What follows belongs to an exercise in optimizing a design on an open flow for small area and a short achievable clock period; a production flow would make more cautious choices.
In this exercise RTL edits were held to simulation tests only and were not proved equivalent to the original.
In every run shown here, the design's own scripts or RTL, not TritonCTS, make the clock network.
The clock input has no modelled driver; a real chip could not lean on it and would need a root buffer or a full tree.
No activity file was given, so power comes from the tool's default toggle rates.

File: flow/config.mk
export PLATFORM = sky130hd
export DESIGN_NAME = pipelined_multiplier
export DESIGN_NICKNAME = pipelined_multiplier
export VERILOG_FILES = /design/flow/design.v
export SDC_FILE = /design/flow/constraint.sdc
export NUM_CORES = 4
export LEC_CHECK = 0
export CAP_MARGIN = 20
export CORE_MARGIN = 2
export CORE_UTILIZATION = 60
export SETUP_SLACK_MARGIN = 2.85
export SLEW_MARGIN = 20
File: flow/constraint.sdc
create_clock -name core_clock -period 4.5 [get_ports {clk}]
set_input_delay 0.9000 -clock core_clock [delete_from_list [all_inputs] [get_ports {clk}]]
set_output_delay 0.9000 -clock core_clock [all_outputs]
set_load 0.01 [all_outputs]
File: flow/design.v
module pipelined_multiplier (
    input clk,
    input rst,
    input [10:0] n1,
    input [7:0] n2,
    output reg [18:0] product
);
    reg [10:0] a1;
    reg [7:0] b1;
    reg [48:0] r2;
    reg [32:0] r3;
    reg v1, v2, v3;
    wire pp1;
    wire pp2;
    wire pp3;
    wire pp4;
    wire pp5;
    wire pp6;
    wire pp7;
    wire pp8;
    wire pp9;
    wire pp10;
    wire pp11;
    wire pp12;
    wire pp13;
    wire pp14;
    wire pp15;
    wire pp16;
    wire pp17;
    wire pp18;
    wire pp19;
    wire pp20;
    wire pp21;
    wire pp22;
    wire pp23;
    wire pp24;
    wire pp25;
    wire pp26;
    wire pp27;
    wire pp28;
    wire pp29;
    wire pp30;
    wire pp31;
    wire pp32;
    wire pp33;
    wire pp34;
    wire pp35;
    wire pp36;
    wire pp37;
    wire pp38;
    wire pp39;
    wire pp40;
    wire pp41;
    wire pp42;
    wire pp43;
    wire pp44;
    wire pp45;
    wire pp46;
    wire pp47;
    wire pp48;
    wire pp49;
    wire pp50;
    wire pp51;
    wire pp52;
    wire pp53;
    wire pp54;
    wire pp55;
    wire pp56;
    wire pp57;
    wire pp58;
    wire pp59;
    wire pp60;
    wire pp61;
    wire pp62;
    wire pp63;
    wire pp64;
    wire pp65;
    wire pp66;
    wire pp67;
    wire pp68;
    wire pp69;
    wire pp70;
    wire pp71;
    wire pp72;
    wire pp73;
    wire pp74;
    wire pp75;
    wire pp76;
    wire pp77;
    wire pp78;
    wire pp79;
    wire pp80;
    wire pp81;
    wire pp82;
    wire pp83;
    wire pp84;
    wire pp85;
    wire pp86;
    wire pp87;
    wire pp88;
    wire s89;
    wire c90;
    wire s91;
    wire c92;
    wire s93;
    wire c94;
    wire s95;
    wire c96;
    wire s97;
    wire c98;
    wire s99;
    wire c100;
    wire s101;
    wire c102;
    wire s103;
    wire c104;
    wire s105;
    wire c106;
    wire s107;
    wire c108;
    wire s109;
    wire c110;
    wire s111;
    wire c112;
    wire s113;
    wire c114;
    wire s115;
    wire c116;
    wire s117;
    wire c118;
    wire s119;
    wire c120;
    wire s121;
    wire c122;
    wire s123;
    wire c124;
    wire s125;
    wire c126;
    wire s127;
    wire c128;
    wire s129;
    wire c130;
    wire s131;
    wire c132;
    wire s133;
    wire c134;
    wire s135;
    wire c136;
    wire s137;
    wire c138;
    wire s139;
    wire c140;
    wire s141;
    wire c142;
    wire s143;
    wire c144;
    wire s145;
    wire c146;
    wire s147;
    wire c148;
    wire s149;
    wire c150;
    wire s151;
    wire c152;
    wire s153;
    wire c154;
    wire s155;
    wire c156;
    wire s157;
    wire c158;
    wire s159;
    wire c160;
    wire s161;
    wire c162;
    wire s163;
    wire c164;
    wire s165;
    wire c166;
    wire s167;
    wire c168;
    wire s169;
    wire c170;
    wire s171;
    wire c172;
    wire s173;
    wire c174;
    wire s175;
    wire c176;
    wire s177;
    wire c178;
    wire s179;
    wire c180;
    wire s181;
    wire c182;
    wire s183;
    wire c184;
    wire s185;
    wire c186;
    wire s187;
    wire c188;
    wire s189;
    wire c190;
    wire s191;
    wire c192;
    wire s193;
    wire c194;
    wire s195;
    wire c196;
    wire s197;
    wire c198;
    wire s199;
    wire c200;
    wire s201;
    wire c202;
    wire s203;
    wire c204;
    wire s205;
    wire c206;
    wire s207;
    wire c208;
    wire g209;
    wire p210;
    wire g211;
    wire p212;
    wire g213;
    wire p214;
    wire g215;
    wire p216;
    wire g217;
    wire p218;
    wire g219;
    wire p220;
    wire g221;
    wire p222;
    wire g223;
    wire p224;
    wire g225;
    wire p226;
    wire g227;
    wire p228;
    wire g229;
    wire p230;
    wire g231;
    wire p232;
    wire g233;
    wire p234;
    wire g235;
    wire p236;
    wire g237;
    wire p238;
    wire G1_239;
    wire P1_240;
    wire P1_241;
    wire P1_242;
    wire G1_243;
    wire P1_244;
    wire G1_245;
    wire P1_246;
    wire G1_247;
    wire P1_248;
    wire G1_249;
    wire P1_250;
    wire G1_251;
    wire P1_252;
    wire G1_253;
    wire P1_254;
    wire G1_255;
    wire P1_256;
    wire G1_257;
    wire P1_258;
    wire G1_259;
    wire P1_260;
    wire G1_261;
    wire P1_262;
    wire G1_263;
    wire P1_264;
    wire G1_265;
    wire P1_266;
    wire G1_267;
    wire P1_268;
    wire G2_269;
    wire G2_270;
    wire P2_271;
    wire P2_272;
    wire G2_273;
    wire P2_274;
    wire G2_275;
    wire P2_276;
    wire G2_277;
    wire P2_278;
    wire G2_279;
    wire P2_280;
    wire G2_281;
    wire P2_282;
    wire G2_283;
    wire P2_284;
    wire G2_285;
    wire P2_286;
    wire G2_287;
    wire P2_288;
    wire G2_289;
    wire P2_290;
    wire G2_291;
    wire P2_292;
    wire G2_293;
    wire P2_294;
    wire G2_295;
    wire P2_296;
    wire G3_297;
    wire G3_298;
    wire G3_299;
    wire G3_300;
    wire P3_301;
    wire G3_302;
    wire P3_303;
    wire G3_304;
    wire P3_305;
    wire G3_306;
    wire P3_307;
    wire G3_308;
    wire P3_309;
    wire G3_310;
    wire P3_311;
    wire G3_312;
    wire P3_313;
    wire G3_314;
    wire P3_315;
    wire G3_316;
    wire P3_317;
    wire G3_318;
    wire P3_319;
    wire G4_320;
    wire G4_321;
    wire G4_322;
    wire G4_323;
    wire G4_324;
    wire G4_325;
    wire G4_326;
    wire G4_327;
    wire P4_328;
    wire G4_329;
    wire P4_330;
    wire G5_331;
    wire sum332;
    wire sum333;
    wire sum334;
    wire sum335;
    wire sum336;
    wire sum337;
    wire sum338;
    wire sum339;
    wire sum340;
    wire sum341;
    wire sum342;
    wire sum343;
    wire sum344;
    wire sum345;
    wire sum346;
    wire sum347;
    assign pp1 = a1[0] & b1[0];
    assign pp2 = a1[0] & b1[1];
    assign pp3 = a1[0] & b1[2];
    assign pp4 = a1[0] & b1[3];
    assign pp5 = a1[0] & b1[4];
    assign pp6 = a1[0] & b1[5];
    assign pp7 = a1[0] & b1[6];
    assign pp8 = a1[0] & b1[7];
    assign pp9 = a1[1] & b1[0];
    assign pp10 = a1[1] & b1[1];
    assign pp11 = a1[1] & b1[2];
    assign pp12 = a1[1] & b1[3];
    assign pp13 = a1[1] & b1[4];
    assign pp14 = a1[1] & b1[5];
    assign pp15 = a1[1] & b1[6];
    assign pp16 = a1[1] & b1[7];
    assign pp17 = a1[2] & b1[0];
    assign pp18 = a1[2] & b1[1];
    assign pp19 = a1[2] & b1[2];
    assign pp20 = a1[2] & b1[3];
    assign pp21 = a1[2] & b1[4];
    assign pp22 = a1[2] & b1[5];
    assign pp23 = a1[2] & b1[6];
    assign pp24 = a1[2] & b1[7];
    assign pp25 = a1[3] & b1[0];
    assign pp26 = a1[3] & b1[1];
    assign pp27 = a1[3] & b1[2];
    assign pp28 = a1[3] & b1[3];
    assign pp29 = a1[3] & b1[4];
    assign pp30 = a1[3] & b1[5];
    assign pp31 = a1[3] & b1[6];
    assign pp32 = a1[3] & b1[7];
    assign pp33 = a1[4] & b1[0];
    assign pp34 = a1[4] & b1[1];
    assign pp35 = a1[4] & b1[2];
    assign pp36 = a1[4] & b1[3];
    assign pp37 = a1[4] & b1[4];
    assign pp38 = a1[4] & b1[5];
    assign pp39 = a1[4] & b1[6];
    assign pp40 = a1[4] & b1[7];
    assign pp41 = a1[5] & b1[0];
    assign pp42 = a1[5] & b1[1];
    assign pp43 = a1[5] & b1[2];
    assign pp44 = a1[5] & b1[3];
    assign pp45 = a1[5] & b1[4];
    assign pp46 = a1[5] & b1[5];
    assign pp47 = a1[5] & b1[6];
    assign pp48 = a1[5] & b1[7];
    assign pp49 = a1[6] & b1[0];
    assign pp50 = a1[6] & b1[1];
    assign pp51 = a1[6] & b1[2];
    assign pp52 = a1[6] & b1[3];
    assign pp53 = a1[6] & b1[4];
    assign pp54 = a1[6] & b1[5];
    assign pp55 = a1[6] & b1[6];
    assign pp56 = a1[6] & b1[7];
    assign pp57 = a1[7] & b1[0];
    assign pp58 = a1[7] & b1[1];
    assign pp59 = a1[7] & b1[2];
    assign pp60 = a1[7] & b1[3];
    assign pp61 = a1[7] & b1[4];
    assign pp62 = a1[7] & b1[5];
    assign pp63 = a1[7] & b1[6];
    assign pp64 = a1[7] & b1[7];
    assign pp65 = a1[8] & b1[0];
    assign pp66 = a1[8] & b1[1];
    assign pp67 = a1[8] & b1[2];
    assign pp68 = a1[8] & b1[3];
    assign pp69 = a1[8] & b1[4];
    assign pp70 = a1[8] & b1[5];
    assign pp71 = a1[8] & b1[6];
    assign pp72 = a1[8] & b1[7];
    assign pp73 = a1[9] & b1[0];
    assign pp74 = a1[9] & b1[1];
    assign pp75 = a1[9] & b1[2];
    assign pp76 = a1[9] & b1[3];
    assign pp77 = a1[9] & b1[4];
    assign pp78 = a1[9] & b1[5];
    assign pp79 = a1[9] & b1[6];
    assign pp80 = a1[9] & b1[7];
    assign pp81 = a1[10] & b1[0];
    assign pp82 = a1[10] & b1[1];
    assign pp83 = a1[10] & b1[2];
    assign pp84 = a1[10] & b1[3];
    assign pp85 = a1[10] & b1[4];
    assign pp86 = a1[10] & b1[5];
    assign pp87 = a1[10] & b1[6];
    assign pp88 = a1[10] & b1[7];
    assign s89 = pp3 ^ pp10 ^ pp17;
    assign c90 = (pp3 & pp10) | (pp3 & pp17) | (pp10 & pp17);
    assign s91 = pp4 ^ pp11 ^ pp18;
    assign c92 = (pp4 & pp11) | (pp4 & pp18) | (pp11 & pp18);
    assign s93 = pp5 ^ pp12 ^ pp19;
    assign c94 = (pp5 & pp12) | (pp5 & pp19) | (pp12 & pp19);
    assign s95 = pp6 ^ pp13 ^ pp20;
    assign c96 = (pp6 & pp13) | (pp6 & pp20) | (pp13 & pp20);
    assign s97 = pp27 ^ pp34 ^ pp41;
    assign c98 = (pp27 & pp34) | (pp27 & pp41) | (pp34 & pp41);
    assign s99 = pp7 ^ pp14 ^ pp21;
    assign c100 = (pp7 & pp14) | (pp7 & pp21) | (pp14 & pp21);
    assign s101 = pp28 ^ pp35 ^ pp42;
    assign c102 = (pp28 & pp35) | (pp28 & pp42) | (pp35 & pp42);
    assign s103 = pp8 ^ pp15 ^ pp22;
    assign c104 = (pp8 & pp15) | (pp8 & pp22) | (pp15 & pp22);
    assign s105 = pp29 ^ pp36 ^ pp43;
    assign c106 = (pp29 & pp36) | (pp29 & pp43) | (pp36 & pp43);
    assign s107 = pp16 ^ pp23 ^ pp30;
    assign c108 = (pp16 & pp23) | (pp16 & pp30) | (pp23 & pp30);
    assign s109 = pp37 ^ pp44 ^ pp51;
    assign c110 = (pp37 & pp44) | (pp37 & pp51) | (pp44 & pp51);
    assign s111 = pp24 ^ pp31 ^ pp38;
    assign c112 = (pp24 & pp31) | (pp24 & pp38) | (pp31 & pp38);
    assign s113 = pp45 ^ pp52 ^ pp59;
    assign c114 = (pp45 & pp52) | (pp45 & pp59) | (pp52 & pp59);
    assign s115 = pp32 ^ pp39 ^ pp46;
    assign c116 = (pp32 & pp39) | (pp32 & pp46) | (pp39 & pp46);
    assign s117 = pp53 ^ pp60 ^ pp67;
    assign c118 = (pp53 & pp60) | (pp53 & pp67) | (pp60 & pp67);
    assign s119 = pp40 ^ pp47 ^ pp54;
    assign c120 = (pp40 & pp47) | (pp40 & pp54) | (pp47 & pp54);
    assign s121 = pp61 ^ pp68 ^ pp75;
    assign c122 = (pp61 & pp68) | (pp61 & pp75) | (pp68 & pp75);
    assign s123 = pp48 ^ pp55 ^ pp62;
    assign c124 = (pp48 & pp55) | (pp48 & pp62) | (pp55 & pp62);
    assign s125 = pp69 ^ pp76 ^ pp83;
    assign c126 = (pp69 & pp76) | (pp69 & pp83) | (pp76 & pp83);
    assign s127 = pp56 ^ pp63 ^ pp70;
    assign c128 = (pp56 & pp63) | (pp56 & pp70) | (pp63 & pp70);
    assign s129 = pp64 ^ pp71 ^ pp78;
    assign c130 = (pp64 & pp71) | (pp64 & pp78) | (pp71 & pp78);
    assign s131 = pp72 ^ pp79 ^ pp86;
    assign c132 = (pp72 & pp79) | (pp72 & pp86) | (pp79 & pp86);
    assign s133 = pp25 ^ c90 ^ s91;
    assign c134 = (pp25 & c90) | (pp25 & s91) | (c90 & s91);
    assign s135 = pp26 ^ pp33 ^ c92;
    assign c136 = (pp26 & pp33) | (pp26 & c92) | (pp33 & c92);
    assign s137 = c94 ^ s95 ^ s97;
    assign c138 = (c94 & s95) | (c94 & s97) | (s95 & s97);
    assign s139 = pp49 ^ c96 ^ c98;
    assign c140 = (pp49 & c96) | (pp49 & c98) | (c96 & c98);
    assign s141 = pp50 ^ pp57 ^ c100;
    assign c142 = (pp50 & pp57) | (pp50 & c100) | (pp57 & c100);
    assign s143 = c102 ^ s103 ^ s105;
    assign c144 = (c102 & s103) | (c102 & s105) | (s103 & s105);
    assign s145 = pp58 ^ pp65 ^ c104;
    assign c146 = (pp58 & pp65) | (pp58 & c104) | (pp65 & c104);
    assign s147 = c106 ^ s107 ^ s109;
    assign c148 = (c106 & s107) | (c106 & s109) | (s107 & s109);
    assign s149 = pp66 ^ pp73 ^ c108;
    assign c150 = (pp66 & pp73) | (pp66 & c108) | (pp73 & c108);
    assign s151 = c110 ^ s111 ^ s113;
    assign c152 = (c110 & s111) | (c110 & s113) | (s111 & s113);
    assign s153 = pp74 ^ pp81 ^ c112;
    assign c154 = (pp74 & pp81) | (pp74 & c112) | (pp81 & c112);
    assign s155 = c114 ^ s115 ^ s117;
    assign c156 = (c114 & s115) | (c114 & s117) | (s115 & s117);
    assign s157 = pp82 ^ c116 ^ c118;
    assign c158 = (pp82 & c116) | (pp82 & c118) | (c116 & c118);
    assign s159 = c120 ^ c122 ^ s123;
    assign c160 = (c120 & c122) | (c120 & s123) | (c122 & s123);
    assign s161 = pp77 ^ pp84 ^ c124;
    assign c162 = (pp77 & pp84) | (pp77 & c124) | (pp84 & c124);
    assign s163 = pp85 ^ c128 ^ s129;
    assign c164 = (pp85 & c128) | (pp85 & s129) | (c128 & s129);
    assign s165 = pp80 ^ pp87 ^ c132;
    assign c166 = (pp80 & pp87) | (pp80 & c132) | (pp87 & c132);
    assign s167 = r2[29] ^ r2[30];
    assign c168 = r2[29] & r2[30];
    assign s169 = r2[10] ^ r2[11];
    assign c170 = r2[10] & r2[11];
    assign s171 = r2[14] ^ r2[15];
    assign c172 = r2[14] & r2[15];
    assign s173 = r2[17] ^ r2[18] ^ r2[19];
    assign c174 = (r2[17] & r2[18]) | (r2[17] & r2[19]) | (r2[18] & r2[19]);
    assign s175 = r2[21] ^ r2[22] ^ r2[23];
    assign c176 = (r2[21] & r2[22]) | (r2[21] & r2[23]) | (r2[22] & r2[23]);
    assign s177 = r2[25] ^ r2[26] ^ r2[27];
    assign c178 = (r2[25] & r2[26]) | (r2[25] & r2[27]) | (r2[26] & r2[27]);
    assign s179 = r2[31] ^ r2[32] ^ r2[33];
    assign c180 = (r2[31] & r2[32]) | (r2[31] & r2[33]) | (r2[32] & r2[33]);
    assign s181 = r2[34] ^ r2[35] ^ r2[36];
    assign c182 = (r2[34] & r2[35]) | (r2[34] & r2[36]) | (r2[35] & r2[36]);
    assign s183 = r2[37] ^ r2[38] ^ r2[39];
    assign c184 = (r2[37] & r2[38]) | (r2[37] & r2[39]) | (r2[38] & r2[39]);
    assign s185 = r2[5] ^ r2[6];
    assign c186 = r2[5] & r2[6];
    assign s187 = r2[8] ^ r2[9];
    assign c188 = r2[8] & r2[9];
    assign s189 = r2[12] ^ r2[13] ^ s169;
    assign c190 = (r2[12] & r2[13]) | (r2[12] & s169) | (r2[13] & s169);
    assign s191 = r2[16] ^ c170 ^ s171;
    assign c192 = (r2[16] & c170) | (r2[16] & s171) | (c170 & s171);
    assign s193 = r2[20] ^ c172 ^ s173;
    assign c194 = (r2[20] & c172) | (r2[20] & s173) | (c172 & s173);
    assign s195 = r2[24] ^ c174 ^ s175;
    assign c196 = (r2[24] & c174) | (r2[24] & s175) | (c174 & s175);
    assign s197 = r2[28] ^ c176 ^ s177;
    assign c198 = (r2[28] & c176) | (r2[28] & s177) | (c176 & s177);
    assign s199 = s167 ^ c178 ^ s179;
    assign c200 = (s167 & c178) | (s167 & s179) | (c178 & s179);
    assign s201 = c168 ^ c180 ^ s181;
    assign c202 = (c168 & c180) | (c168 & s181) | (c180 & s181);
    assign s203 = r2[40] ^ c182 ^ s183;
    assign c204 = (r2[40] & c182) | (r2[40] & s183) | (c182 & s183);
    assign s205 = r2[41] ^ r2[42] ^ c184;
    assign c206 = (r2[41] & r2[42]) | (r2[41] & c184) | (r2[42] & c184);
    assign s207 = r2[43] ^ r2[44] ^ r2[45];
    assign c208 = (r2[43] & r2[44]) | (r2[43] & r2[45]) | (r2[44] & r2[45]);
    assign p210 = r2[1] ^ r2[2];
    assign g209 = r2[1] & r2[2];
    assign p212 = r2[7] ^ s185;
    assign g211 = r2[7] & s185;
    assign p214 = c186 ^ s187;
    assign g213 = c186 & s187;
    assign p216 = c188 ^ s189;
    assign g215 = c188 & s189;
    assign p218 = c190 ^ s191;
    assign g217 = c190 & s191;
    assign p220 = c192 ^ s193;
    assign g219 = c192 & s193;
    assign p222 = c194 ^ s195;
    assign g221 = c194 & s195;
    assign p224 = c196 ^ s197;
    assign g223 = c196 & s197;
    assign p226 = c198 ^ s199;
    assign g225 = c198 & s199;
    assign p228 = c200 ^ s201;
    assign g227 = c200 & s201;
    assign p230 = c202 ^ s203;
    assign g229 = c202 & s203;
    assign p232 = c204 ^ s205;
    assign g231 = c204 & s205;
    assign p234 = c206 ^ s207;
    assign g233 = c206 & s207;
    assign p236 = r2[46] ^ c208;
    assign g235 = r2[46] & c208;
    assign p238 = r2[47] ^ r2[48];
    assign g237 = r2[47] & r2[48];
    assign G1_239 = r3[3] & r3[2];
    assign P1_240 = r3[3] & r3[1];
    assign P1_241 = r3[4] & r3[3];
    assign P1_242 = r3[5] & r3[4];
    assign G1_243 = r3[8] | (r3[7] & r3[6]);
    assign P1_244 = r3[7] & r3[5];
    assign G1_245 = r3[10] | (r3[9] & r3[8]);
    assign P1_246 = r3[9] & r3[7];
    assign G1_247 = r3[12] | (r3[11] & r3[10]);
    assign P1_248 = r3[11] & r3[9];
    assign G1_249 = r3[14] | (r3[13] & r3[12]);
    assign P1_250 = r3[13] & r3[11];
    assign G1_251 = r3[16] | (r3[15] & r3[14]);
    assign P1_252 = r3[15] & r3[13];
    assign G1_253 = r3[18] | (r3[17] & r3[16]);
    assign P1_254 = r3[17] & r3[15];
    assign G1_255 = r3[20] | (r3[19] & r3[18]);
    assign P1_256 = r3[19] & r3[17];
    assign G1_257 = r3[22] | (r3[21] & r3[20]);
    assign P1_258 = r3[21] & r3[19];
    assign G1_259 = r3[24] | (r3[23] & r3[22]);
    assign P1_260 = r3[23] & r3[21];
    assign G1_261 = r3[26] | (r3[25] & r3[24]);
    assign P1_262 = r3[25] & r3[23];
    assign G1_263 = r3[28] | (r3[27] & r3[26]);
    assign P1_264 = r3[27] & r3[25];
    assign G1_265 = r3[30] | (r3[29] & r3[28]);
    assign P1_266 = r3[29] & r3[27];
    assign G1_267 = r3[32] | (r3[31] & r3[30]);
    assign P1_268 = r3[31] & r3[29];
    assign G2_269 = P1_241 & r3[2];
    assign G2_270 = r3[6] | (P1_242 & G1_239);
    assign P2_271 = P1_242 & P1_240;
    assign P2_272 = P1_244 & P1_241;
    assign G2_273 = G1_245 | (P1_246 & r3[6]);
    assign P2_274 = P1_246 & P1_242;
    assign G2_275 = G1_247 | (P1_248 & G1_243);
    assign P2_276 = P1_248 & P1_244;
    assign G2_277 = G1_249 | (P1_250 & G1_245);
    assign P2_278 = P1_250 & P1_246;
    assign G2_279 = G1_251 | (P1_252 & G1_247);
    assign P2_280 = P1_252 & P1_248;
    assign G2_281 = G1_253 | (P1_254 & G1_249);
    assign P2_282 = P1_254 & P1_250;
    assign G2_283 = G1_255 | (P1_256 & G1_251);
    assign P2_284 = P1_256 & P1_252;
    assign G2_285 = G1_257 | (P1_258 & G1_253);
    assign P2_286 = P1_258 & P1_254;
    assign G2_287 = G1_259 | (P1_260 & G1_255);
    assign P2_288 = P1_260 & P1_256;
    assign G2_289 = G1_261 | (P1_262 & G1_257);
    assign P2_290 = P1_262 & P1_258;
    assign G2_291 = G1_263 | (P1_264 & G1_259);
    assign P2_292 = P1_264 & P1_260;
    assign G2_293 = G1_265 | (P1_266 & G1_261);
    assign P2_294 = P1_266 & P1_262;
    assign G2_295 = G1_267 | (P1_268 & G1_263);
    assign P2_296 = P1_268 & P1_264;
    assign G3_297 = G1_243 | (P2_272 & r3[2]);
    assign G3_298 = G2_273 | (P2_274 & G1_239);
    assign G3_299 = G2_275 | (P2_276 & G2_269);
    assign G3_300 = G2_277 | (P2_278 & G2_270);
    assign P3_301 = P2_278 & P2_271;
    assign G3_302 = G2_279 | (P2_280 & G1_243);
    assign P3_303 = P2_280 & P2_272;
    assign G3_304 = G2_281 | (P2_282 & G2_273);
    assign P3_305 = P2_282 & P2_274;
    assign G3_306 = G2_283 | (P2_284 & G2_275);
    assign P3_307 = P2_284 & P2_276;
    assign G3_308 = G2_285 | (P2_286 & G2_277);
    assign P3_309 = P2_286 & P2_278;
    assign G3_310 = G2_287 | (P2_288 & G2_279);
    assign P3_311 = P2_288 & P2_280;
    assign G3_312 = G2_289 | (P2_290 & G2_281);
    assign P3_313 = P2_290 & P2_282;
    assign G3_314 = G2_291 | (P2_292 & G2_283);
    assign P3_315 = P2_292 & P2_284;
    assign G3_316 = G2_293 | (P2_294 & G2_285);
    assign P3_317 = P2_294 & P2_286;
    assign G3_318 = G2_295 | (P2_296 & G2_287);
    assign P3_319 = P2_296 & P2_288;
    assign G4_320 = G3_302 | (P3_303 & r3[2]);
    assign G4_321 = G3_304 | (P3_305 & G1_239);
    assign G4_322 = G3_306 | (P3_307 & G2_269);
    assign G4_323 = G3_308 | (P3_309 & G2_270);
    assign G4_324 = G3_310 | (P3_311 & G3_297);
    assign G4_325 = G3_312 | (P3_313 & G3_298);
    assign G4_326 = G3_314 | (P3_315 & G3_299);
    assign G4_327 = G3_316 | (P3_317 & G3_300);
    assign P4_328 = P3_317 & P3_301;
    assign G4_329 = G3_318 | (P3_319 & G3_302);
    assign P4_330 = P3_319 & P3_303;
    assign G5_331 = G4_329 | (P4_330 & r3[2]);
    assign sum332 = r3[3] ^ r3[2];
    assign sum333 = r3[4] ^ G1_239;
    assign sum334 = r3[5] ^ G2_269;
    assign sum335 = r3[7] ^ G2_270;
    assign sum336 = r3[9] ^ G3_297;
    assign sum337 = r3[11] ^ G3_298;
    assign sum338 = r3[13] ^ G3_299;
    assign sum339 = r3[15] ^ G3_300;
    assign sum340 = r3[17] ^ G4_320;
    assign sum341 = r3[19] ^ G4_321;
    assign sum342 = r3[21] ^ G4_322;
    assign sum343 = r3[23] ^ G4_323;
    assign sum344 = r3[25] ^ G4_324;
    assign sum345 = r3[27] ^ G4_325;
    assign sum346 = r3[29] ^ G4_326;
    assign sum347 = r3[31] ^ G4_327;
    wire [18:0] sum3 = {G5_331, sum347, sum346, sum345, sum344, sum343, sum342, sum341, sum340, sum339, sum338, sum337, sum336, sum335, sum334, sum333, sum332, r3[1], r3[0]};
    always @(posedge clk) begin
        a1 <= n1;
        b1 <= n2;
        r2[0] <= pp1;
        r2[1] <= pp2;
        r2[2] <= pp9;
        r2[3] <= s89;
        r2[4] <= s133;
        r2[5] <= s93;
        r2[6] <= c134;
        r2[7] <= s135;
        r2[8] <= c136;
        r2[9] <= s137;
        r2[10] <= s99;
        r2[11] <= s101;
        r2[12] <= c138;
        r2[13] <= s139;
        r2[14] <= c140;
        r2[15] <= s141;
        r2[16] <= s143;
        r2[17] <= c142;
        r2[18] <= c144;
        r2[19] <= s145;
        r2[20] <= s147;
        r2[21] <= c146;
        r2[22] <= c148;
        r2[23] <= s149;
        r2[24] <= s151;
        r2[25] <= c150;
        r2[26] <= c152;
        r2[27] <= s153;
        r2[28] <= s155;
        r2[29] <= s119;
        r2[30] <= s121;
        r2[31] <= c154;
        r2[32] <= c156;
        r2[33] <= s157;
        r2[34] <= s125;
        r2[35] <= c158;
        r2[36] <= s159;
        r2[37] <= c126;
        r2[38] <= s127;
        r2[39] <= c160;
        r2[40] <= s161;
        r2[41] <= c162;
        r2[42] <= s163;
        r2[43] <= c130;
        r2[44] <= s131;
        r2[45] <= c164;
        r2[46] <= s165;
        r2[47] <= pp88;
        r2[48] <= c166;
        r3[0] <= r2[0];
        r3[1] <= p210;
        r3[2] <= g209;
        r3[3] <= r2[3];
        r3[4] <= r2[4];
        r3[5] <= p212;
        r3[6] <= g211;
        r3[7] <= p214;
        r3[8] <= g213;
        r3[9] <= p216;
        r3[10] <= g215;
        r3[11] <= p218;
        r3[12] <= g217;
        r3[13] <= p220;
        r3[14] <= g219;
        r3[15] <= p222;
        r3[16] <= g221;
        r3[17] <= p224;
        r3[18] <= g223;
        r3[19] <= p226;
        r3[20] <= g225;
        r3[21] <= p228;
        r3[22] <= g227;
        r3[23] <= p230;
        r3[24] <= g229;
        r3[25] <= p232;
        r3[26] <= g231;
        r3[27] <= p234;
        r3[28] <= g233;
        r3[29] <= p236;
        r3[30] <= g235;
        r3[31] <= p238;
        r3[32] <= g237;
    end
    always @(posedge clk or posedge rst) begin
        if (rst) begin
            v1 <= 1'b0;
            v2 <= 1'b0;
            v3 <= 1'b0;
        end else begin
            v1 <= 1'b1;
            v2 <= v1;
            v3 <= v2;
        end
    end
    always @(posedge clk or posedge rst) begin
        if (rst)
            product <= 19'b0;
        else
            product <= sum3 & {19{v3}};
    end
endmodule
File: flow/flow/run.sh
#!/bin/bash
# Own layout flow: the standard ORFS flow (standard.sh) with three changes:
#  - synthesis: the same script as synth_recipe.tcl, except that the second
#    part of Yosys's synth (fine:) runs with -noabc, so the bit-level adders
#    of the design reach extract_fa as written and map onto full-adder cells
#    without inverters between them (the final ABC mapping still runs);
#  - port buffers: buffer_ports uses sky130_fd_sc_hd__buf_2 instead of the
#    cell it picks by itself (clkdlybuf4s50_1);
#  - clock tree: flow/mycts.tcl (sourced before CTS) replaces
#    clock_tree_synthesis with a two-level tree (root and 9 leaf buffers).
# Each tool's output goes to its own log file in the work folder.
set -euo pipefail
work=$(pwd)
first='proc synth {args} { yosys synth -nofsm -noshare {*}$args }'
if [[ "$(head -1 synth_recipe.tcl)" == "$first" ]]; then
  {
    echo 'proc synth {args} { if {[lsearch $args "fine:"] >= 0} { yosys synth -nofsm -noshare -noabc {*}$args } else { yosys synth -nofsm -noshare {*}$args } }'
    tail -n +2 synth_recipe.tcl
  } > "$work/own_synth.tcl"
else
  cp synth_recipe.tcl "$work/own_synth.tcl"
fi
extra=()
if [[ -f flow/extra.mk ]]; then
  while IFS= read -r line; do
    [[ -n "$line" && "$line" != \#* ]] && extra+=("$line")
  done < flow/extra.mk
fi
bash standard.sh SYNTH_SCRIPT="$work/own_synth.tcl" \
  "BUFFER_PORTS_ARGS=-buffer_cell sky130_fd_sc_hd__buf_2" "PRE_CTS_TCL=$work/flow/mycts.tcl" ${extra[@]+"${extra[@]}"} finish \
  > "$work/orfs_make.log" 2>&1
File: flow/flow/mycts.tcl
# Clock tree for a small design: the clock port drives one root buffer,
# which drives NLEAF leaf buffers, each driving one group of flip-flops
# (groups formed by position so each leaf is near its flip-flops).
# Replaces clock_tree_synthesis, whose H-tree makes 17 buffers here.
rename clock_tree_synthesis orig_clock_tree_synthesis
proc clock_tree_synthesis {args} {
  set leaf_cell sky130_fd_sc_hd__clkbuf_8
  set root_cell sky130_fd_sc_hd__clkbuf_16
  set nleaf 9
  if {[info exists ::env(OWN_CTS_LEAVES)]} { set nleaf $::env(OWN_CTS_LEAVES) }
  if {[info exists ::env(OWN_CTS_LEAF_CELL)]} { set leaf_cell $::env(OWN_CTS_LEAF_CELL) }
  if {[info exists ::env(OWN_CTS_ROOT_CELL)]} { set root_cell $::env(OWN_CTS_ROOT_CELL) }
  set block [ord::get_db_block]
  set clk_port [lindex [all_clocks] 0]
  set clk_net [[$block findBTerm clk] getNet]
  set sinks {}
  foreach pin [get_pins -of_objects [get_nets clk]] {
    if {[get_property $pin direction] ne "input"} { continue }
    set it [sta::sta_to_db_pin $pin]
    set bb [[$it getInst] getBBox]
    lappend sinks [list [expr {([$bb xMin] + [$bb xMax]) / 2}] [expr {([$bb yMin] + [$bb yMax]) / 2}] $pin]
  }
  set n [llength $sinks]
  puts "own cts: $n sinks, $nleaf leaf buffers"
  # split into nleaf groups: sort by y into rows of groups, then by x
  set ny [expr {int(sqrt($nleaf))}]
  if {$ny < 1} { set ny 1 }
  set nx [expr {($nleaf + $ny - 1) / $ny}]
  set groups {}
  set byy [lsort -integer -index 1 $sinks]
  set per_row [expr {($n + $ny - 1) / $ny}]
  for {set r 0} {$r < $ny} {incr r} {
    set row [lrange $byy [expr {$r * $per_row}] [expr {($r + 1) * $per_row - 1}]]
    set byx [lsort -integer -index 0 $row]
    set m [llength $byx]
    set per [expr {($m + $nx - 1) / $nx}]
    for {set c 0} {$c < $nx} {incr c} {
      set g [lrange $byx [expr {$c * $per}] [expr {($c + 1) * $per - 1}]]
      if {[llength $g]} { lappend groups $g }
    }
  }
  set dbu [$block getDbUnitsPerMicron]
  set leaves {}
  set k 0
  foreach g $groups {
    set sx 0; set sy 0; set pins {}
    foreach s $g { set sx [expr {$sx + [lindex $s 0]}]; set sy [expr {$sy + [lindex $s 1]}]; lappend pins [lindex $s 2] }
    set cx [expr {double($sx) / [llength $g] / $dbu}]
    set cy [expr {double($sy) / [llength $g] / $dbu}]
    set name "clkleaf_$k"
    set r [insert_buffer -buffer_cell $leaf_cell -net [get_nets clk] -load_pins $pins -location [list $cx $cy] -buffer_name $name -net_name "clknet_leaf_$k"]
    set name [get_full_name $r]
    lappend leaves $name
    incr k
  }
  # root buffer at the centre of the leaves
  set sx 0; set sy 0; set pins {}
  foreach l $leaves {
    set bb [[$block findInst $l] getBBox]
    set sx [expr {$sx + ([$bb xMin] + [$bb xMax]) / 2}]
    set sy [expr {$sy + ([$bb yMin] + [$bb yMax]) / 2}]
    lappend pins [get_pins $l/A]
  }
  set cx [expr {double($sx) / [llength $leaves] / $dbu}]
  set cy [expr {double($sy) / [llength $leaves] / $dbu}]
  insert_buffer -buffer_cell $root_cell -net [get_nets clk] -load_pins $pins -location [list $cx $cy] -buffer_name clkroot -net_name clknet_root
  foreach net [$block getNets] {
    set nm [$net getName]
    if {[string match clknet_* $nm] || $net eq $clk_net} { $net setSigType CLOCK }
  }
  set_propagated_clock [all_clocks]
}
File: flow/standard.sh
#!/bin/bash
# synth_recipe.tcl (not shown) runs the flow's synth.tcl, then flattens the netlist and writes it again
# the make line also repeats each setting of config.mk as NAME=value (left out here)
make -C /OpenROAD-flow-scripts/flow DESIGN_CONFIG=/design/flow/config.mk WORK_HOME=/design/flow/orfs CLKGATE_MAP_FILE= SYNTH_SCRIPT=/design/flow/synth_recipe.tcl "${@:-finish}"
==> results of run 1 <==
## placed cells by master, fill, tap and decap left out, drive strengths merged
cell type  synthesis  final
dfxtp            101    101
and2              98     98
fa                55     55
buf                2     53
dfrtp             22     22
ha                21     21
a21oi             14     14
nand2             11     11
clkbuf            10     10
nor2               9      9
nand3              7      7
o21ai              7      7
a21o               5      5
xnor2              5      5
inv                5      5
a211oi             3      3
a21boi             3      3
nor3b              3      3
xor2               3      3
and3               2      2
nand2b             2      2
nand4              2      2
o211ai             2      2
nor3               2      2
a31oi              2      2
a221oi             2      2
a32o               1      1
nor4b              1      1
clkinv             1      1
mux2i              1      1
and4               1      1
o31ai              1      1
a22oi              1      1
nor4               1      1
o21bai             1      1
o22ai              1      1
nand4b             1      1
or4                1      1
or3                1      1
conb               1      1
## logic make-up (layout without fill, tap and decap cells)
| group | count (synthesis) | count (layout) | share of synthesized area |
|---|---|---|---|
| buf+inv | 18 | 69 | 0.01462 |
| fa+ha+maj | 76 | 76 | 0.2613 |
| compound gates | 43 | 43 | 0.05441 |
| simple gates | 142 | 142 | 0.1608 |
| other cells | 1 | 1 | 0.0007184 |
| xor+xnor | 8 | 8 | 0.01342 |
| mux | 1 | 1 | 0.001918 |
| flops | 123 | 123 | 0.4928 |
## per-layer routing
metal,routed length (um),share of wire,GRT usage,vias up
li1,-,-,-,1443
met1,3938,0.45,0.2646,1454
met2,4190,0.47,0.3200,90
met3,467,0.053,0.02086,23
met4,229,0.026,0.03632,0
met5,0,0,0,-
## through the flow
step / std cells / cell area, um^2 / util / total power, mW / worst slack [ps]
2_1_floorplan: 412 / 5234 / - / 2.040 / 2846
3_3_place_gp: 547 / 5502 / 0.6402 / 2.243 / 2747
3_5_place_dp: 547 / 5502 / 0.6402 / 2.262 / 2723
4_1_cts: 559 / 5723 / 0.6660 / 2.811 / 2747
5_1_grt: 571 / 5964 / 0.6941 / 3.061 / 2724
6_report: 571 / 5964 / 0.6941 / 2.857 / 2763
## area by class of cell, clock buffers not listed
type / instances / area share
inverters: 6 / 0.003986
multi-input cells: 271 / 0.4489
flip-flops and latches: 123 / 0.4445
well taps: 108 / 0.02266
repair buffers: 53 / 0.05496
## report_power, final
part / switching, mW / internal, mW
sequential: 0.209 / 1.34
clock: 0.312 / 0.221
combinational: 0.382 / 0.397
## state kept, by name, summed over array words and instances, names as in the netlist
register	count
r2	49
r3	33
product	19
a1	11
b1	8
v1	1
v2	1
v3	1
## worst paths after layout
check                                            from                     to  slack (ps)  cells past startpoint
min in group asynchronous                         rst  product[16]$_DFF_PP0_         690                      2
worst min register to register          r2[3]$_DFF_P_          r3[3]$_DFF_P_         330                      0
worst max-delay path            product[14]$_DFF_PP0_            product[14]        2760                      1
worst min-delay path                    r2[3]$_DFF_P_          r3[3]$_DFF_P_         330                      0
worst max register to register          b1[4]$_DFF_P_         r2[24]$_DFF_P_        2800                      4
max in group asynchronous                         rst           v3$_DFF_PP0_        3280                      2
## what timing repair did
item                       4_1_cts  5_1_grt
pin swaps                        4       19
setup endpoints to repair       47       47
resized for setup               30       60
buffers inserted                 2       12
==> out/summary.txt, run 1 <==
Synthesized area per cell -> 12.67 um^2
Width of the die -> 97.28 um
Area grow syn2layout -> 14.26%
Hold Path Class -> register to register
Port Buffers -> 39
Crit Path Category -> register to output port
RSZ-0062 raised after global routing -> true
Largest net degree at the start of global routing -> 23
Vias -> 3010
Fill cells -> 649
Share of cells above drive strength 1 -> 0.2635
Reg area -> 0.002651 mm^2
Rows -> 34
Largest area contributor in the netlist -> dfxtp_1
Vias in the first global route -> 3062
Synthesized instance count -> 412
Post-synth EDFFs -> 0
CP max FO -> 1
Synth warn -> 1
Worst-path clk slew -> 90 ps
Type of origin of the critical path -> register
Area of the multi-input gates -> 0.002678 mm^2
Setup Total Neg Slack -> 0 ps
Buf+Inv Stages, Crit Path -> 1
CP max stage delay -> 380 ps
Post-layout minimum cycle time -> 1737 ps
Ys flop type -> dfxtp_1
Slew Viols, Final -> 0
Post-DP HPWL -> 6557 um
Final period utilization -> 0.3860
Maximum vdd drop -> 0.2689 mV
GP Congestion -> 0.8021
Slew @ Worst Pin -> 763.3 ps
Top Family by Delay on Critical Path -> flip-flops
Initial Utilization -> 0.6075
Synth top cells by count -> dfxtp_1 (101), and2_1 (98), fa_1 (55)
DRT Pass-1 Iters -> 4
Slowest CP cell -> dfrtp_1
WP data required -> 3600 ps
Die area -> 0.009462 mm^2
Top cell type's share of synthesized area -> 0.3873
Yosys reg bits -> 123
Slew headroom -> 0.4906
NumNets Final -> 562
Max frequency -> 575.7 MHz
First-pass GRT wire length -> 14870 um
Power Density -> 479.0 mW/mm^2
Die height -> 97.28 um
Worst-Skew Late Latency -> 340 ps
DRC -> 0
Static Leakage -> 2.689 nW
Final setup violating endpoints -> 0
Total track usage -> 0.1873
Syn Std Cell Area -> 0.005220 mm^2
Crit end category -> output port
Hold slack -> 332.2 ps
Number of max-cap violations -> 0
Outcome -> complete, no violations
Syn Nets -> 509
Post-route ant nets -> 0
GRT overflow -> 0
Asr flop ratio synth -> 0.1789
Worst-path cell chain -> buf_6
Final WL -> 8827 um
Antenna violations before repair -> 0
Count leader, synth -> dfxtp_1
CTS Hold Buffers Added -> 0
Clock Skews -> 16.01 ps
Synth top area cells -> dfxtp_1 (39%), fa_1 (21%), and2_1 (12%), dfrtp_1 (11%), ha_1 (5.0%)
WP data arrival -> 840 ps
Ant. Diodes -> 0
# IOs -> 40
WL/cell -> 15.46 um
Yosys cell types -> 43
Vias per cell -> 5.271
Final Hold Fails -> 0
Sequential share of the synthesized area -> 0.4928
Core footprint -> 0.008593 mm^2
1st-iter DRT viols -> 86
==> run 2: changes to the inputs <==
--- a/flow/config.mk
+++ b/flow/config.mk
@@ -8,5 +8,5 @@
 export CAP_MARGIN = 20
 export CORE_MARGIN = 2
 export CORE_UTILIZATION = 60
-export SETUP_SLACK_MARGIN = 2.85
+export SETUP_SLACK_MARGIN = 2.65
 export SLEW_MARGIN = 20
==> out/summary.txt, run 2 <==
Outcome -> complete, no violations
Maximum vdd drop -> 0.2220 mV (-17%)
Worst-path cell chain -> and2_1 -> fa_1 -> fa_1
Core footprint -> 0.008593 mm^2 (unchanged)
Port Buffers -> 39 (unchanged)
GP Congestion -> 0.8073 (+0.65%)
Slowest CP cell -> dfxtp_1
Final setup violating endpoints -> 0 (unchanged)
Crit path launch -> b1[3]$_DFF_P_
Die area -> 0.009462 mm^2 (unchanged)
Final period utilization -> 0.3929 (+0.006822)
Hold Path Class -> register to register
Final WL -> 8309 um (-5.9%)
Synth warn -> 1 (unchanged)
Synth top area cells -> dfxtp_1 (39%), fa_1 (21%), and2_1 (12%), dfrtp_1 (11%), ha_1 (5.0%)
Crit Path Category -> register to register
Worst-Skew Late Latency -> 330 ps (about the same)
Synthesized instance count -> 412 (unchanged)
WP data arrival -> 1980 ps (+1140 ps)
Top cell type's share of synthesized area -> 0.3873 (unchanged)
Top Registers -> r2 x49, r3 x33, product x19
Placement Setup Slack -> 2701 ps (-21.77 ps)
Max frequency -> 565.7 MHz (-1.7%)
Syn Std Cell Area -> 0.005220 mm^2 (unchanged)
Power Density -> 488.9 mW/mm^2 (+2.1%)
Initial Utilization -> 0.6075 (unchanged)
Sequential share of the synthesized area -> 0.4928 (unchanged)
Total track usage -> 0.1832 (-0.004143)
Yosys cell types -> 43 (unchanged)
Post-DP HPWL -> 6322 um (-3.6%)
Non-filler cells, final -> 557 (-2.5%)
Clock Skews -> 12.69 ps (-3.321 ps)
Antenna violations before repair -> 0 (unchanged)
Die height -> 97.28 um (unchanged)
Top Family by Delay on Critical Path -> adder cells
Commonest non-fill, non-tap cells in the layout -> and2_1 (98), dfxtp_1 (98), fa_1 (55)
Crit end category -> register
Worst R2R Start -> b1[3]$_DFF_P_
Post-route ant nets -> 0 (unchanged)
Final Hold Fails -> 0 (unchanged)
Vias -> 2874 (-4.5%)
CP max FO -> 11 (+10)
Post-synth EDFFs -> 0 (unchanged)
Ys flop type -> dfxtp_1
Worst-path clk slew -> 90 ps (about the same)
Worst Min Path Start -> r2[4]$_DFF_P_
RSZ-0062 raised after global routing -> true
Fill cells -> 646 (-0.46%)
PnR worst setup slack -> 2732 ps (-30.70 ps)
Slew @ Worst Pin -> 764.7 ps (+1.476 ps)
Syn Nets -> 509 (unchanged)
Synthesized area per cell -> 12.67 um^2 (unchanged)
Rows -> 34 (unchanged)
Ant. Diodes -> 0 (unchanged)
CTS Hold Buffers Added -> 0 (unchanged)
Largest net degree at the start of global routing -> 23 (unchanged)
Number of flip-flops under the largest register name -> 49 (unchanged)
Buf+Inv Stages, Crit Path -> 0 (-1)
Vias in the first global route -> 3035 (-0.88%)
Cells after DPL -> 547 (unchanged)
Synth top cells by count -> dfxtp_1 (101), and2_1 (98), fa_1 (55)
Asr flop ratio synth -> 0.1789 (unchanged)
Count leader, synth -> dfxtp_1
NumNets Final -> 548 (-2.5%)
Setup Total Neg Slack -> 0 ps (unchanged)
Number of max-cap violations -> 0 (unchanged)
Vias per cell -> 5.160 (-2.1%)
Width of the die -> 97.28 um (unchanged)
Slew Viols, Final -> 0 (unchanged)
GRT overflow -> 0 (unchanged)
Post-layout minimum cycle time -> 1768 ps (+30.70 ps)
Worst path most repeated cell -> fa_1
Top reg by flops -> r2
First-pass GRT wire length -> 14480 um (-2.6%)
DRC -> 0 (unchanged)
1st-iter DRT viols -> 51 (-41%)
Slew headroom -> 0.4896 (-0.0009850)
WL/cell -> 14.92 um (-3.5%)
Share of cells above drive strength 1 -> 0.1269 (-0.1366)
Yosys reg bits -> 123 (unchanged)
Area grow syn2layout -> 8.461%
Static Leakage -> 2.567 nW (-4.6%)
CP max stage delay -> 530 ps (+150 ps)
Type of origin of the critical path -> register
# IOs -> 40 (unchanged)
Largest area contributor in the netlist -> dfxtp_1
DRT Pass-1 Iters -> 4 (unchanged)
WP data required -> 4710 ps (+1110 ps)
[run 2: metal layers]
metal	share of wire	GRT usage	routed length [um]	vias up
met3	0.044	0.01655	364	16
met5	0	0	0	-
li1	-	-	-	1403
met2	0.45	0.3146	3742	79
met1	0.48	0.2581	3990	1376
met4	0.026	0.03953	212	0
[run 2: area by class of cell, clock buffers not listed]
type	count	area (um^2)	share of cell area
Multi-Input combinational cell	271	2584	0.4564
Sequential cell	123	2576	0.4550
Timing Repair Buffer	39	195.2	0.03448
Tap cell	108	135.1	0.02387
Inverter	6	22.52	0.003978
[run 2: worst paths after layout]
check                                        endpoint  slack [ps]  cells past startpoint
worst min register to register          r3[4]$_DFF_P_         330                      0
max in group asynchronous       product[13]$_DFF_PP0_        3320                      2
worst max-delay path                   r2[20]$_DFF_P_        2730                      3
worst min-delay path                    r3[4]$_DFF_P_         330                      0
worst max register to register         r2[20]$_DFF_P_        2730                      3
min in group asynchronous       product[12]$_DFF_PP0_         700                      2
[run 2: report_power, final]
group,total [mW],internal (mW),leakage [nW],switching [mW]
logic,0.714,0.352,1.36,0.363
clock network,0.530,0.221,0.0770,0.310
registers,1.52,1.33,1.13,0.194
total,2.77,1.90,2.57,0.866
[run 2: cells by family after synthesis]
group	synth area share
other	0.0007184
adders and majority gates	0.2613
buffers and inverters	0.01462
DFF	0.4928
xor gates and xnor gates	0.01342
and+or+nand+nor	0.1608
AOI/OAI and AO/OA	0.05441
muxes	0.001918
[run 2: timing repair]
action / 4_1_cts / 5_1_grt
setup buffers: 0 / 0
resized for setup: 0 / 6
endpoints found under the setup margin: 0 / 6
[run 2: stage by stage]
stage          power [mW]  utilization  hold slack, ps  cell area (um^2)
2_1_floorplan       2.038            -           309.6              5220
3_3_place_gp        2.243       0.6396           314.7              5497
3_5_place_dp        2.262       0.6396           313.5              5497
4_1_cts             2.801       0.6570           333.1              5645
5_1_grt             2.983       0.6589           351.7              5662
6_report            2.768       0.6589           331.2              5662
==> run 3: changes to the inputs <==
--- a/flow/flow/run.sh
+++ b/flow/flow/run.sh
@@ -7,7 +7,8 @@
 #  - port buffers: buffer_ports uses sky130_fd_sc_hd__buf_2 instead of the
 #    cell it picks by itself (clkdlybuf4s50_1);
 #  - clock tree: flow/mycts.tcl (sourced before CTS) replaces
-#    clock_tree_synthesis with a two-level tree (root and 9 leaf buffers).
+#    clock_tree_synthesis with a one-level tree (4 clkbuf_16 buffers fed by
+#    the clock port, each driving a quarter of the flip-flops).
 # Each tool's output goes to its own log file in the work folder.
 set -euo pipefail
 work=$(pwd)
--- a/flow/flow/mycts.tcl
+++ b/flow/flow/mycts.tcl
@@ -1,12 +1,8 @@
-# Clock tree for a small design: the clock port drives one root buffer,
-# which drives NLEAF leaf buffers, each driving one group of flip-flops
-# (groups formed by position so each leaf is near its flip-flops).
-# Replaces clock_tree_synthesis, whose H-tree makes 17 buffers here.
 rename clock_tree_synthesis orig_clock_tree_synthesis
 proc clock_tree_synthesis {args} {
-  set leaf_cell sky130_fd_sc_hd__clkbuf_8
-  set root_cell sky130_fd_sc_hd__clkbuf_16
-  set nleaf 9
+  set leaf_cell sky130_fd_sc_hd__clkbuf_16
+  set root_cell none
+  set nleaf 4
   if {[info exists ::env(OWN_CTS_LEAVES)]} { set nleaf $::env(OWN_CTS_LEAVES) }
   if {[info exists ::env(OWN_CTS_LEAF_CELL)]} { set leaf_cell $::env(OWN_CTS_LEAF_CELL) }
   if {[info exists ::env(OWN_CTS_ROOT_CELL)]} { set root_cell $::env(OWN_CTS_ROOT_CELL) }
@@ -53,6 +49,14 @@
     lappend leaves $name
     incr k
   }
+  if {$root_cell eq "none"} {
+    foreach net [$block getNets] {
+      set nm [$net getName]
+      if {[string match clknet_* $nm] || $net eq $clk_net} { $net setSigType CLOCK }
+    }
+    set_propagated_clock [all_clocks]
+    return
+  }
   # root buffer at the centre of the leaves
   set sx 0; set sy 0; set pins {}
   foreach l $leaves {
--- a/flow/config.mk
+++ b/flow/config.mk
@@ -8,5 +8,5 @@
 export CAP_MARGIN = 20
 export CORE_MARGIN = 2
 export CORE_UTILIZATION = 60
-export SETUP_SLACK_MARGIN = 2.65
+export SETUP_SLACK_MARGIN = 2.85
 export SLEW_MARGIN = 20
==> out/summary.txt, run 3 <==
Outcome -> complete, no violations
Top Registers -> r2 x49, r3 x33, product x19
Yosys reg bits -> 123 (unchanged)
Post-layout minimum cycle time -> 1698 ps (-69.92 ps)
WL/cell -> 15.21 um (+2.0%)
Vias -> 2926 (+1.8%)
Max frequency -> 589.0 MHz (+4.1%)
Largest net degree at the start of global routing -> 32 (+39%)
Asr flop ratio synth -> 0.1789 (unchanged)
Final Hold Fails -> 0 (unchanged)
Antenna violations before repair -> 0 (unchanged)
Non-filler cells, final -> 561 (+0.72%)
Power Density -> 465.1 mW/mm^2 (-4.9%)
Vias in the first global route -> 3014 (-0.69%)
Slew headroom -> 0.4908 (+0.001171)
Final setup violating endpoints -> 0 (unchanged)
Final period utilization -> 0.3773 (-0.01554)
Post-synth EDFFs -> 0 (unchanged)
CTS Hold Buffers Added -> 0 (unchanged)
Total track usage -> 0.1854 (+0.002277)
Crit end category -> register
Synth warn -> 1 (unchanged)
Static Leakage -> 2.616 nW (+1.9%)
RSZ-0062 raised after global routing -> true
Area grow syn2layout -> 11.82%
Synthesized area per cell -> 12.67 um^2 (unchanged)
Sw Share -> 0.3063 (-0.006573)
Count leader, synth -> dfxtp_1
Rows -> 34 (unchanged)
Commonest non-fill, non-tap cells in the layout -> and2_1 (92), dfxtp_1 (70), fa_1 (52)
Final WL -> 8534 um (+2.7%)
WHS Path Cells -> 0 (unchanged)
Vias per cell -> 5.216 (+1.1%)
Slew @ Worst Pin -> 763.0 ps (-1.756 ps)
Maximum vdd drop -> 0.2220 mV (about the same)
First-pass GRT wire length -> 14760 um (+1.9%)
R2R cell count -> 4 (+1)
# IOs -> 40 (unchanged)
Width of the die -> 97.28 um (unchanged)
Die area -> 0.009462 mm^2 (unchanged)
Slowest CP cell -> fa_1
Initial Utilization -> 0.6075 (unchanged)
Die height -> 97.28 um (unchanged)
Port Buffers -> 39 (unchanged)
WP data arrival -> 1760 ps (-220 ps)
Commonest non-fill, non-tap cell in the layout -> and2_1
Critical path endpoint -> r2[24]$_DFF_P_
Worst-path cell chain -> buf_4 -> and2_4 -> fa_1 -> fa_2
Synth top area cells -> dfxtp_1 (39%), fa_1 (21%), and2_1 (12%), dfrtp_1 (11%), ha_1 (5.0%)
Top cell type's share of synthesized area -> 0.3873 (unchanged)
Worst R2R Start -> b1[5]$_DFF_P_
Overall power -> 2.715 mW (-1.9%)
Worst-path clk slew -> 110 ps (+20 ps)
Post-DP HPWL -> 6557 um (+3.7%)
Type of origin of the critical path -> register
Crit Path Category -> register to register
GRT overflow -> 0 (unchanged)
Hold slack -> 337.2 ps (+5.910 ps)
Ys flop type -> dfxtp_1
DRT Pass-1 Iters -> 4 (unchanged)
Share of cells above drive strength 1 -> 0.2362 (+0.1093)
Hold Path Class -> register to register
CP max stage delay -> 520 ps (about the same)
Fill cells -> 663 (+2.6%)
NumNets Final -> 552 (+0.73%)
DRC -> 0 (unchanged)
Worst-Skew Late Latency -> 170 ps (-160 ps)
Clock group share of total power -> 0.152 (-0.040)
Crit path launch -> b1[5]$_DFF_P_
Largest area contributor in the netlist -> dfxtp_1
Area after DPL -> 0.005502 mm^2 (about the same)
Setup Total Neg Slack -> 0 ps (unchanged)
Number of max-cap violations -> 0 (unchanged)
Syn Std Cell Area -> 0.005220 mm^2 (unchanged)
CP max FO -> 5 (-6)
Reg power frac -> 0.570 (+0.020)
Core footprint -> 0.008593 mm^2 (unchanged)
Final instance area -> 0.005837 mm^2 (+3.1%)
Top reg by flops -> r2
Yosys cell types -> 43 (unchanged)
1st-iter DRT viols -> 66 (+29%)
Reg2reg setup slack -> 2800 ps (+70 ps)
Slew Viols, Final -> 0 (unchanged)
Post-route ant nets -> 0 (unchanged)
Sequential share of the synthesized area -> 0.4928 (unchanged)
Ant. Diodes -> 0 (unchanged)
Cells after DPL -> 547 (unchanged)
Syn Nets -> 509 (unchanged)
Synthesized instance count -> 412 (unchanged)
Internal Pwr Total -> 1.883 mW (-0.99%)
Clock Skews -> 9.328 ps (-3.360 ps)
Synth top cells by count -> dfxtp_1 (101), and2_1 (98), fa_1 (55)
Net Sw Power -> 831.6 uW (-4.0%)
Number of flip-flops under the largest register name -> 49 (unchanged)
R2r endpoint -> r2[24]$_DFF_P_
Combinational fraction of design power -> 0.278 (+0.020)
WP data required -> 4560 ps (-150 ps)
GP Congestion -> 0.8021 (-0.64%)
-- run 3: cell families after synthesis --
group / Yosys count / share of synthesized area
simple gates: 142 / 0.1608
flops: 123 / 0.4928
fa+ha+maj: 76 / 0.2613
compound gates: 43 / 0.05441
buf+inv: 18 / 0.01462
xor+xnor: 8 / 0.01342
other cells: 1 / 0.0007184
mux: 1 / 0.001918
-- run 3: worst max-delay path, delay by kind of cell, from the launching register on --
| kind | cells | cell delay [ps] |
|---|---|---|
| adders and majority gates | 2 | 950 |
| buffers and inverters | 1 | 140 |
| DFF | 1 | 370 |
| and+or+nand+nor | 1 | 130 |
-- run 3: power groups by stage --
stage / Sequential, mW / Combinational (mW) / Clock, mW
after detailed placement: 1.55 / 0.710 / 0
after CTS: 1.53 / 0.728 / 0.434
final: 1.55 / 0.754 / 0.413
after global placement: 1.55 / 0.692 / 0
after global routing: 1.58 / 0.864 / 0.472
after floorplan: 1.50 / 0.540 / 0
-- run 3: how the worst min path moves through the flow --
stage	startpoint	endpoint	slack [ps]
after global routing	r2[3]$_DFF_P_	r3[3]$_DFF_P_	350
after CTS	r2[3]$_DFF_P_	r3[3]$_DFF_P_	340
after floorplan	r2[0]$_DFF_P_	r3[0]$_DFF_P_	310
after global placement	r2[0]$_DFF_P_	r3[0]$_DFF_P_	310
final	r2[3]$_DFF_P_	r3[3]$_DFF_P_	340
after detailed placement	r2[3]$_DFF_P_	r3[3]$_DFF_P_	310
-- run 3: metrics by stage --
| step | util | setup slack [ps] |
|---|---|---|
| finish | 0.6792 | 2802 |
| global route | 0.6792 | 2775 |
| CTS | 0.6631 | 2802 |
| detailed placement | 0.6402 | 2723 |
| global placement | 0.6402 | 2747 |
| floorplan | - | 2846 |
-- run 3: cell type report, clock buffers not listed --
type                       instances  area [um^2]  area share
sequential                       123         2653      0.4544
multi-input combinational        271         2651      0.4542
timing repair buffer              49        274.0     0.04695
tap                              108        135.1     0.02315
inverter                           6        23.77    0.004073
-- run 3: per-layer routing --
layer,wire (um),track usage,up-vias
met3,279,0.009353,11
met1,4002,0.2700,1426
met4,179,0.03098,0
met5,0,0,-
met2,4072,0.3189,67
li1,-,-,1422
-- run 3: repair_timing --
action	in CTS	in global routing
endpoints found under the setup margin	29	28
buffers inserted	4	6
gates cloned	0	0
gates resized for setup	34	38
pin swaps	9	14
==> run 4: changes to the inputs <==
--- a/flow/config.mk
+++ b/flow/config.mk
@@ -8,5 +8,5 @@
 export CAP_MARGIN = 20
 export CORE_MARGIN = 2
 export CORE_UTILIZATION = 60
-export SETUP_SLACK_MARGIN = 2.85
+export SETUP_SLACK_MARGIN = 2.75
 export SLEW_MARGIN = 20
==> out/summary.txt, run 4 <==
Outcome -> complete, no violations
Clock Skews -> 8.962 ps (-0.3661 ps)
Top Registers -> r2 x49, r3 x33, product x19
Largest net degree at the start of global routing -> 32 (unchanged)
Worst-Skew Late Latency -> 170 ps (about the same)
Fill cells -> 652 (-1.7%)
Synthesized instance count -> 412 (unchanged)
Final setup violating endpoints -> 0 (unchanged)
Synth warn -> 1 (unchanged)
First-pass GRT wire length -> 14280 um (-3.3%)
Slew Viols, Final -> 0 (unchanged)
Width of the die -> 97.28 um (unchanged)
WP data required -> 4550 ps (about the same)
GRT overflow -> 0 (unchanged)
Final Core Density -> 0.6583 (-0.02097)
DRT Pass-1 Iters -> 4 (unchanged)
Initial Utilization -> 0.6075 (unchanged)
WHS Path Cells -> 0 (unchanged)
GP Congestion -> 0.8073 (+0.65%)
Worst path most repeated cell -> fa_1
Power Density -> 470.4 mW/mm^2 (+1.1%)
Top reg by flops -> r2
DRC -> 0 (unchanged)
PnR worst setup slack -> 2805 ps (+3.130 ps)
Die height -> 97.28 um (unchanged)
Synth top area cells -> dfxtp_1 (39%), fa_1 (21%), and2_1 (12%), dfrtp_1 (11%), ha_1 (5.0%)
Slew headroom -> 0.4894 (-0.001342)
Number of flip-flops under the largest register name -> 49 (unchanged)
Final Hold Fails -> 0 (unchanged)
Vias -> 2834 (-3.1%)
Setup Total Neg Slack -> 0 ps (unchanged)
1st-iter DRT viols -> 48 (-27%)
Ant. Diodes -> 0 (unchanged)
Synth top cells by count -> dfxtp_1 (101), and2_1 (98), fa_1 (55)
Largest area contributor in the netlist -> dfxtp_1
Placement Setup Slack -> 2701 ps (-21.77 ps)
Reg2reg setup slack -> 2810 ps (about the same)
Worst-path cell chain -> and2_1 -> fa_1 -> fa_1
Syn Nets -> 509 (unchanged)
Post-synth EDFFs -> 0 (unchanged)
Port Buffers -> 39 (unchanged)
Total track usage -> 0.1800 (-0.005417)
Post-DP HPWL -> 6322 um (-3.6%)
Type of origin of the critical path -> register
Crit end category -> register
WL/cell -> 14.95 um (-1.8%)
Yosys cell types -> 43 (unchanged)
Ys flop type -> dfxtp_1
Crit Path Category -> register to register
RSZ-0062 raised after global routing -> true
Sequential share of the synthesized area -> 0.4928 (unchanged)
WP data arrival -> 1750 ps (about the same)
Slowest CP cell -> dfxtp_1
Share of cells above drive strength 1 -> 0.1535 (-0.08270)
Worst-path clk slew -> 110 ps (about the same)
Post-CTS setup buffers -> 0 (-4)
R2r endpoint -> r2[24]$_DFF_P_
R2R cell count -> 3 (-1)
Top cell type's share of synthesized area -> 0.3873 (unchanged)
Core footprint -> 0.008593 mm^2 (unchanged)
Yosys reg bits -> 123 (unchanged)
Worst Min Path Start -> r2[4]$_DFF_P_
End of the worst hold path -> r3[4]$_DFF_P_
Synthesized area per cell -> 12.67 um^2 (unchanged)
Commonest non-fill, non-tap cells in the layout -> and2_1 (98), dfxtp_1 (85), fa_1 (55)
Area grow syn2layout -> 8.365%
Max frequency -> 590.0 MHz (+0.18%)
# IOs -> 40 (unchanged)
Maximum vdd drop -> 0.2098 mV (-5.5%)
Final WL -> 8235 um (-3.5%)
Rows -> 34 (unchanged)
Commonest non-fill, non-tap cell in the layout -> and2_1
CP max FO -> 8 (+3)
Syn Std Cell Area -> 0.005220 mm^2 (unchanged)
Static Leakage -> 2.538 nW (-3.0%)
Worst R2R Start -> a1[6]$_DFF_P_
Asr flop ratio synth -> 0.1789 (unchanged)
Count leader, synth -> dfxtp_1
Antenna violations before repair -> 0 (unchanged)
Vias per cell -> 5.143 (-1.4%)
NumNets Final -> 542 (-1.8%)
Vias in the first global route -> 2990 (-0.80%)
Slew @ Worst Pin -> 765.0 ps (+2.012 ps)
Hold Path Class -> register to register
Post-layout minimum cycle time -> 1695 ps (-3.130 ps)
CP max stage delay -> 490 ps (-30 ps)
Number of max-cap violations -> 0 (unchanged)
Die area -> 0.009462 mm^2 (unchanged)
Final period utilization -> 0.3766 (-0.0006956)
Post-route ant nets -> 0 (unchanged)
run 4: cell counts after synthesis:
Identical to the previous run, type by type.
run 4: worst max-delay path by stage:
stage	from	end	slack [ps]	cells after the start
final	a1[6]$_DFF_P_	r2[24]$_DFF_P_	2810	3
after CTS	r3[2]$_DFF_P_	product[11]$_DFF_PP0_	2770	6
after detailed placement	r3[2]$_DFF_P_	product[17]$_DFF_PP0_	2700	6
after floorplan	b1[7]$_DFF_P_	r2[16]$_DFF_P_	2830	4
after global placement	r3[2]$_DFF_P_	product[17]$_DFF_PP0_	2750	6
after global routing	r3[17]$_DFF_P_	product[16]$_DFF_PP0_	2740	5
run 4: what timing repair did:
| item | CTS | global route |
|---|---|---|
| setup endpoints to repair | 6 | 17 |
| hold buffers | 0 | 0 |
| pin swaps | 0 | 1 |
| resized for setup | 6 | 20 |
run 4: final cells by class, clock buffers not listed:
cell class                      instances  area (um^2)  share of cell area
Inverter                                6        26.28            0.004645
Multi-Input combinational cell        271         2604              0.4603
Sequential cell                       123         2596              0.4590
Tap cell                              108        135.1             0.02389
Timing Repair Buffer                   39        195.2             0.03451
run 4: power breakdown:
| group | switching [mW] | internal (mW) | total (mW) |
|---|---|---|---|
| sequential | 0.198 | 1.33 | 1.53 |
| combinational | 0.368 | 0.353 | 0.721 |
| clock | 0.246 | 0.165 | 0.411 |
| total | 0.812 | 1.85 | 2.66 |
run 4: worst max-delay path: cells and delay by family, from the launching register on:
family                   cells  cell delay, ps
AND/OR/NAND/NOR              1             210
flip-flops                   1             490
adder cells (fa/ha/maj)      2             880
run 4: kinds of logic (layout without fill, tap and decap cells):
family          count (synthesis)  in the layout  synth area share
other cells                     1              1         0.0007184
flops                         123            123            0.4928
mux                             1              1          0.001918
fa+ha+maj                      76             76            0.2613
xor+xnor                        8              8           0.01342
buf+inv                        18             49           0.01462
compound gates                 43             43           0.05441
simple gates                  142            142            0.1608
run 4: per-stage QoR:
step,hold WS (ps),cell area [um^2],power (mW),std cells
floorplan,309.6,5220,2.038,412
global placement,314.7,5497,2.243,547
detailed placement,313.5,5497,2.262,547
CTS,338.3,5613,2.674,551
global route,351.5,5657,2.875,551
finish,334.2,5657,2.661,551
run 4: layer usage:
metal | GRT usage | wire [um] | part of all wire | vias up
li1 | - | - | - | 1391
met1 | 0.2555 | 3959 | 0.48 | 1364
met2 | 0.3184 | 3829 | 0.46 | 70
met3 | 0.01367 | 319 | 0.039 | 9
met4 | 0.02030 | 126 | 0.015 | 0
met5 | 0 | 0 | 0 | -

## afterwards: timing with drivers on the ports
In the flow no input, the clock included, has a driving cell. The finished layouts below were timed again as built, in two steps.
Step 1, drivers: a clkbuf_16 drives clk and a buf_2 each remaining input, both assumed.
Step 2 also shifts input and output timing later by t, the mid clock arrival at the registers, as if the neighbouring blocks saw the same clock.
Three values: ideal, step 1, step 2; two values: the first two.
| run | t, ns | setup slack, ns | worst setup path at the end | clock arrival spread, ns | worst slew at a driven data input, ns |
|---|---|---|---|---|---|
| run 1 | 0.370 | 2.763 / 2.726 / 2.801 | register to register | 0.017 / 0.017 | 0.03 |
| run 2 | 0.364 | 2.732 / 2.732 / 2.732 | register to register | 0.015 / 0.015 | 0.03 |
| run 3 | 0.244 | 2.802 / 2.802 / 2.802 | register to register | 0.010 / 0.010 | 0.03 |
| run 4 | 0.243 | 2.805 / 2.805 / 2.805 | register to register | 0.012 / 0.011 | 0.03 |
After both steps every run listed still meets setup and hold.
